This is an optimization exercise on Yosys and OpenROAD, whose aim is small area, a short achievable clock period and few clock cycles per item, not a production implementation. Function was checked by simulation only, so behaviour that the tests miss may differ from the original. Power figures rest on the tool's default switching activity, not on a simulated workload.

Setup of fjord:
Design division_signed_32, start of the top module:
module division_signed_32(clock, start, operand1, operand2, result, finish, illegal);
	input clock;
	input start;
	input [31:0] operand1, operand2;
	output [63:0] result;
	output finish;
	output illegal;
	reg [31:0] X;       
	reg [31:0] Z;       
	reg [31:0] Qo;      
	reg [4:0]  cnt;
	reg        chk, busy, done;
	reg        sA, sB, sQ;
	reg [4:0]  lX, lZ;  
	function [4:0] len31(input [30:0] x);
		integer i;
		begin
			len31 = 5'd0;
			for (i = 0; i < 31; i = i + 1)
				if (x[i]) len31 = i + 1;
		end
	endfunction
	wire [32:0] ya = {X[31], X};
	wire [32:0] yb = {Z[31], Z} ^ {33{~sQ}};
	wire        cin = ~sQ;
	wire [32:0] p = ya ^ yb;
	wire [32:0] o = ya | yb;
	wire [32:0] g0 = (ya & yb) | {32'd0, p[0] & cin};
	wire [32:0] gg [0:6];
	wire [32:0] pp [0:6];
	assign gg[0] = g0;
	assign pp[0] = p;
	genvar l, i;
	generate
		for (l = 0; l < 6; l = l + 1) begin : up
			for (i = 0; i < 33; i = i + 1) begin : b
				if (((i + 1) % (2 << l)) == 0) begin : n
					assign gg[l+1][i] = gg[l][i] | (pp[l][i] & gg[l][i - (1 << l)]);
					assign pp[l+1][i] = pp[l][i] & pp[l][i - (1 << l)];
				end else begin : t
					assign gg[l+1][i] = gg[l][i];
					assign pp[l+1][i] = pp[l][i];
				end
			end
		end
	endgenerate
	wire [32:0] dg [0:6];
	assign dg[6] = gg[6];
	generate
		for (l = 5; l >= 0; l = l - 1) begin : dn
			for (i = 0; i < 33; i = i + 1) begin : b
				if (l < 5 && i >= 3 * (1 << l) - 1 && ((i + 1 - (1 << l)) % (2 << l)) == 0) begin : n
					assign dg[l][i] = dg[l+1][i] | (pp[l][i] & dg[l+1][i - (1 << l)]);
				end else begin : t
					assign dg[l][i] = dg[l+1][i];
				end
			end
		end
	endgenerate
  ...
Size in the first run: roughly 120 flip-flops, ~130 I/O pins, ~11000 sq um of cells after synthesis.
export LEC_CHECK = 0
export CAP_MARGIN = 20
export CORE_MARGIN = 2
export CORE_UTILIZATION = 55
export SETUP_SLACK_MARGIN = 3
export SLEW_MARGIN = 20
export SYNTH_HIERARCHICAL = 1
create_clock -name core_clock -period 6.5 [get_ports {clock}]
standard.sh (not shown) runs the stock make flow with config.mk's settings and CLKGATE_MAP_FILE= SYNTH_SCRIPT=/design/flow/synth_recipe.tcl, a recipe that flattens the netlist after the stock synthesis.
==> flow/flow/run.sh <==
#!/bin/bash
# The standard flow, except that the port buffers start as buf_1 cells
# (the resizer still upsizes them where timing needs it).
set -euo pipefail
bash standard.sh synth > synth.log 2>&1
export BUFFER_PORTS_ARGS="-buffer_cell sky130_fd_sc_hd__buf_1"
bash standard.sh > layout.log 2>&1
Every stage of the flow completed for fjord, and the final layout passed the timing, DRC and antenna checks.
Testbench counts of fjord, summed over its fixed seeds: cycles 14,209, items 2,048.
The following lists how juniper was set up differently from fjord:
- ABC_AREA now 1, previously not set
Notes after the runs:
juniper vs. fjord: smallest hold slack has decreased, non-clock buffer share of cell area now sits higher, first-pass iteration count of the detailed router held. Diff juniper and fjord: layout overhead on the synthesized area higher in juniper. juniper against fjord: share of the cycle needed by the critical path after routing shows a reduction of 2.7 points, die area -2.7%.
## Diff of input files: amber against juniper
- ABC_AREA: 1 -> unset
- CORE_UTILIZATION: 55 -> 40
==> flow/run.sh (new file) <==
#!/bin/bash
# synth_recipe.tcl (not shown) runs the flow's synth.tcl, then flattens the netlist and writes it again
# the make line also repeats each setting of config.mk as NAME=value (left out here)
make -C /OpenROAD-flow-scripts/flow DESIGN_CONFIG=/design/flow/config.mk WORK_HOME=/design/flow/orfs CLKGATE_MAP_FILE= SYNTH_SCRIPT=/design/flow/synth_recipe.tcl finish
removed: flow/flow/run.sh
removed: flow/standard.sh
==> notes.md <==
Maximum fanout along the worst path delta for amber relative to juniper: 1 higher. The run showing the smaller final cell count is amber. From juniper to amber the numbers moved as follows: design area +about 8%, smallest hold slack +0.022 ns, post-synthesis xor/xnor area fraction -2.8 points.

========
division_signed_32, a different RTL version from the one above (not shown whole).
Size in the first run: ~1400 cells after synthesis, ~120 flip-flops, about 11000 sq um of cells after synthesis.
Settings: LEC_CHECK=0, CAP_MARGIN=20, CORE_MARGIN=2, CORE_UTILIZATION=55, CTS_BUF_LIST=sky130_fd_sc_hd__clkbuf_8, SETUP_SLACK_MARGIN=3, SLEW_MARGIN=20, SYNTH_HIERARCHICAL=1; clock period 6.5 ns.
==> flow/flow/run.sh <==
#!/bin/bash
# The standard flow, except that the port buffers start as buf_1 cells
# (the resizer still upsizes them where timing needs it).
set -euo pipefail
bash standard.sh synth > synth.log 2>&1
export BUFFER_PORTS_ARGS="-buffer_cell sky130_fd_sc_hd__buf_1"
bash standard.sh > layout.log 2>&1
Testbench counts at the start, summed over its fixed seeds: cycles 14,209, items 2,048.
Rerun with:
Settings changed: ABC_AREA from default to 1.
What happened:
- power is higher by roughly a tenth
- sequential power is higher by roughly a tenth
- die area is lower slightly
- register-to-register slack improved by 0.29 ns
- area after synthesis is lower slightly
- design area is lower slightly
- worst setup slack improved by 0.29 ns
- clock power barely changes
- core utilization is lower by 0.65 points
- cell count is higher by roughly a tenth
- wire length is higher by a little under a tenth

========
Another version of the RTL of division_signed_32 (not shown whole).
For scale: ~1,600 cells after synthesis, ~130 I/O pins, ~0.011 sq mm of cells after synthesis.
Settings: LEC_CHECK=0, ABC_AREA=1, CAP_MARGIN=20, CORE_MARGIN=2, CORE_UTILIZATION=55, CTS_BUF_LIST=sky130_fd_sc_hd__clkbuf_8, SETUP_SLACK_MARGIN=3.5, SLEW_MARGIN=20, SYNTH_HIERARCHICAL=1; clock period 6.5 ns.
Scripts as last shown in full above: flow/flow/run.sh
Testbench counts at the start, summed over its fixed seeds: cycles 14,209, items 2,048.
Then changed:
--- a/flow/config.mk
+++ b/flow/config.mk
@@ -12,3 +12,3 @@
 export CTS_BUF_LIST = sky130_fd_sc_hd__clkbuf_8
-export SETUP_SLACK_MARGIN = 3.5
+export SETUP_SLACK_MARGIN = 3
 export SLEW_MARGIN = 20
=> Total power decreases by 10%. Routed wire length decreases by 9.0%. Via count decreases by 6.3%. Critical path depth decreases by 3. Clock skew increases by 0.0039 ns. Clock power decreases by 4.1%.

========
The RTL this note starts from:
==> flow/design.v <==
module division_signed_32(clock, start, operand1, operand2, result, finish, illegal);
	input clock;
	input start;
	input [31:0] operand1, operand2;
	output [63:0] result;
	output finish;
	output illegal;
	reg [31:0] X;       
	reg [31:0] Z;       
	reg [31:0] Qo;      
	reg [4:0]  cnt;
	reg        chk, busy, done;
	reg        sA, sB, sQ;
	reg [4:0]  lX, lZ;  
	function [4:0] len31(input [30:0] x);
		integer i;
		begin
			len31 = 5'd0;
			for (i = 0; i < 31; i = i + 1)
				if (x[i]) len31 = i + 1;
		end
	endfunction
	wire [32:0] ya = {X[31], X};
	wire [32:0] yb = {Z[31], Z};
	wire        cin = ~sQ;
	wire [32:0] p = ya ^ yb;
	wire [32:0] o = ya | yb;
	wire [32:0] g = ya & yb;
	wire [32:0] g0;
	assign g0[32:1] = g[32:1];
	gc_t u_g0(.gh(g[0]), .ph(p[0]), .gl(cin), .g(g0[0]));
	wire [32:0] gg [0:6];
	wire [32:0] pp [0:6];
	assign gg[0] = g0;
	assign pp[0] = p;
	genvar l, i;
	generate
		for (l = 0; l < 6; l = l + 1) begin : up
			for (i = 0; i < 33; i = i + 1) begin : b
				if (((i + 1) % (2 << l)) == 0) begin : n
					gpc_t u(.gh(gg[l][i]), .ph(pp[l][i]), .gl(gg[l][i - (1 << l)]), .pl(pp[l][i - (1 << l)]),
					        .g(gg[l+1][i]), .p(pp[l+1][i]));
				end else begin : t
					assign gg[l+1][i] = gg[l][i];
					assign pp[l+1][i] = pp[l][i];
				end
			end
		end
	endgenerate
	wire [32:0] dg [0:6];
	assign dg[6] = gg[6];
	generate
		for (l = 5; l >= 0; l = l - 1) begin : dn
			for (i = 0; i < 33; i = i + 1) begin : b
				if (l < 5 && i >= 3 * (1 << l) - 1 && ((i + 1 - (1 << l)) % (2 << l)) == 0) begin : n
					gc_t u(.gh(dg[l+1][i]), .ph(pp[l][i]), .gl(dg[l+1][i - (1 << l)]), .g(dg[l][i]));
				end else begin : t
					assign dg[l][i] = dg[l+1][i];
				end
			end
		end
	endgenerate
	wire [32:0] V = p ^ {dg[0][31:0], cin};
	wire [32:0] zt = ~(p ^ {o[31:0], cin});
	wire [10:0] zn1;
	wire [3:0]  zp2;
	wire        nvz;
	generate
		for (i = 0; i < 11; i = i + 1) begin : zv1
			nand3_t u(.a(zt[3*i+2:3*i]), .y(zn1[i]));
		end
		for (i = 0; i < 3; i = i + 1) begin : zv2
			nor3_t u(.a(zn1[3*i+2:3*i]), .y(zp2[i]));
		end
	endgenerate
	nor2_t u_zv2(.a(zn1[10:9]), .y(zp2[3]));
	nand4_t u_zv3(.a(zp2), .y(nvz));
	wire        vz = ~nvz;
	wire        acc = sA ? (V[32] | vz) : ~V[32];
	wire [5:0]  k = {1'b0, lX} - {1'b0, lZ};
	wire [31:0] Z0 = operand2 ^ {32{~(operand1[31] ^ operand2[31])}};
	wire [31:0] Za = (Z0 << k[4:0]) | ({32{~sQ}} & ~(32'hFFFFFFFF << k[4:0]));
	wire        quickL = (lX < lZ) & ~(sA & ~sB & (lX + 5'd1 == lZ));
	wire        bz = (lZ == 5'd0) & ~sB;
	wire        kend = sQ ? k[5] : (k == 6'd0);
	always @(posedge clock) begin
		sA <= operand1[31];
		sB <= operand2[31];
		sQ <= operand1[31] ^ operand2[31];
		lX <= len31(operand1[30:0] ^ {31{operand1[31]}});
		lZ <= len31(operand2[30:0] ^ {31{operand2[31]}});
		chk <= start;
		Z <= start ? Z0 : chk ? Za : {Z[31], Z[31:1]};
		cnt <= chk ? k[4:0] : cnt - 5'd1;
		if (start) begin
			X <= operand1;
			Qo <= 32'd0;
			busy <= 1'b0;
			done <= 1'b0;
		end else if (chk) begin
			if (quickL | ~acc) begin
				done <= 1'b1;
			end else if (bz) begin
				Qo <= {{31{~sA}}, 1'b1};
				done <= 1'b1;
			end else if (kend) begin
				X <= V[31:0];
				Qo <= {{31{sQ}}, 1'b1};
				done <= 1'b1;
			end else begin
				if (sQ) X <= V[31:0];
				Qo <= {32{sQ}};
				busy <= 1'b1;
			end
		end else if (busy) begin
			if (acc) X <= V[31:0];
			Qo <= {Qo[30:0], acc ^ sQ};
			if (cnt == 5'd0) begin
				busy <= 1'b0;
				done <= 1'b1;
			end
		end
	end
	assign finish = done | (chk & quickL);
	assign result = {X, Qo};
	wire [7:0] z1;
	wire [1:0] z2;
	generate
		for (i = 0; i < 8; i = i + 1) begin : zl1
			nor4_t u(.a(operand2[4*i+3:4*i]), .y(z1[i]));
		end
		for (i = 0; i < 2; i = i + 1) begin : zl2
			nand4_t u(.a(z1[4*i+3:4*i]), .y(z2[i]));
		end
	endgenerate
	assign illegal = ~|z2;
endmodule
module nor4_t(input [3:0] a, output y);
	assign y = ~|a;
endmodule
module nand4_t(input [3:0] a, output y);
	assign y = ~&a;
endmodule
module gpc_t(input gh, input ph, input gl, input pl, output g, output p);
	assign g = gh | (ph & gl);
	assign p = ph & pl;
endmodule
module gc_t(input gh, input ph, input gl, output g);
	assign g = gh | (ph & gl);
endmodule
module nand3_t(input [2:0] a, output y);
	assign y = ~&a;
endmodule
module nor3_t(input [2:0] a, output y);
	assign y = ~|a;
endmodule
module nor2_t(input [1:0] a, output y);
	assign y = ~|a;
endmodule
export LEC_CHECK = 0
export ABC_AREA = 1
export CAP_MARGIN = 20
export CORE_MARGIN = 2
export CORE_UTILIZATION = 55
export CTS_BUF_LIST = sky130_fd_sc_hd__clkbuf_8
export SETUP_SLACK_MARGIN = 3.2
export SLEW_MARGIN = 20
export SYNTH_HIERARCHICAL = 1
create_clock -name core_clock -period 6.5 [get_ports {clock}]
Scripts as last shown in full above: flow/flow/run.sh
Testbench counts at the start, summed over its fixed seeds: cycles 14,209, items 2,048.
Edit:
--- a/flow/config.mk
+++ b/flow/config.mk
@@ -12,3 +12,3 @@
 export CTS_BUF_LIST = sky130_fd_sc_hd__clkbuf_8
-export SETUP_SLACK_MARGIN = 3.2
+export SETUP_SLACK_MARGIN = 2.8
 export SLEW_MARGIN = 20
Worst hold slack hardly moves.
Synthesized area does not change.
Die area does not change.

## what the ideal ports hide
How much do the figures lean on ideal ports? The routed layouts below were timed once more, with nothing changed but the port constraints. Step 1 sets driving cells, clkbuf_16 on the clock port and buf_2 on the other inputs (assumed; they add their load-dependent delay and slew). Step 2 moves the port delays by t, midway between the first and last clock arrival at a register: inputs arrive t later, outputs are due t later. That takes back most of the time a late clock gives input paths. Slacks: ideal ports / drivers / drivers and shift; pairs: ideal ports / drivers.
run	shift t [ns]	slack for setup (ns)	worst register clock-pin slew, ns
fjord	0.468	2.648 / 2.648 / 2.648	0.07 / 0.07
juniper	0.470	2.825 / 2.825 / 2.825	0.06 / 0.06
amber	0.468	2.764 / 2.764 / 2.764	0.07 / 0.07
the first run of note 2	0.514	2.670 / 2.670 / 2.670	0.10 / 0.10
the second run of note 2	0.504	2.957 / 2.957 / 2.789	0.10 / 0.10
the first run of note 3	0.501	2.977 / 2.930 / 2.899	0.10 / 0.10
the second run of note 3	0.491	3.119 / 3.073 / 2.674	0.10 / 0.10
the first run of note 4	0.516	3.076 / 3.031 / 2.682	0.10 / 0.10
the second run of note 4	0.488	2.962 / 2.942 / 2.495	0.09 / 0.09
After both steps every run listed still meets setup and hold. The setup slack of the second run of note 4, which loses most, moves by -0.020 ns with the drivers and by -0.467 ns with both steps.
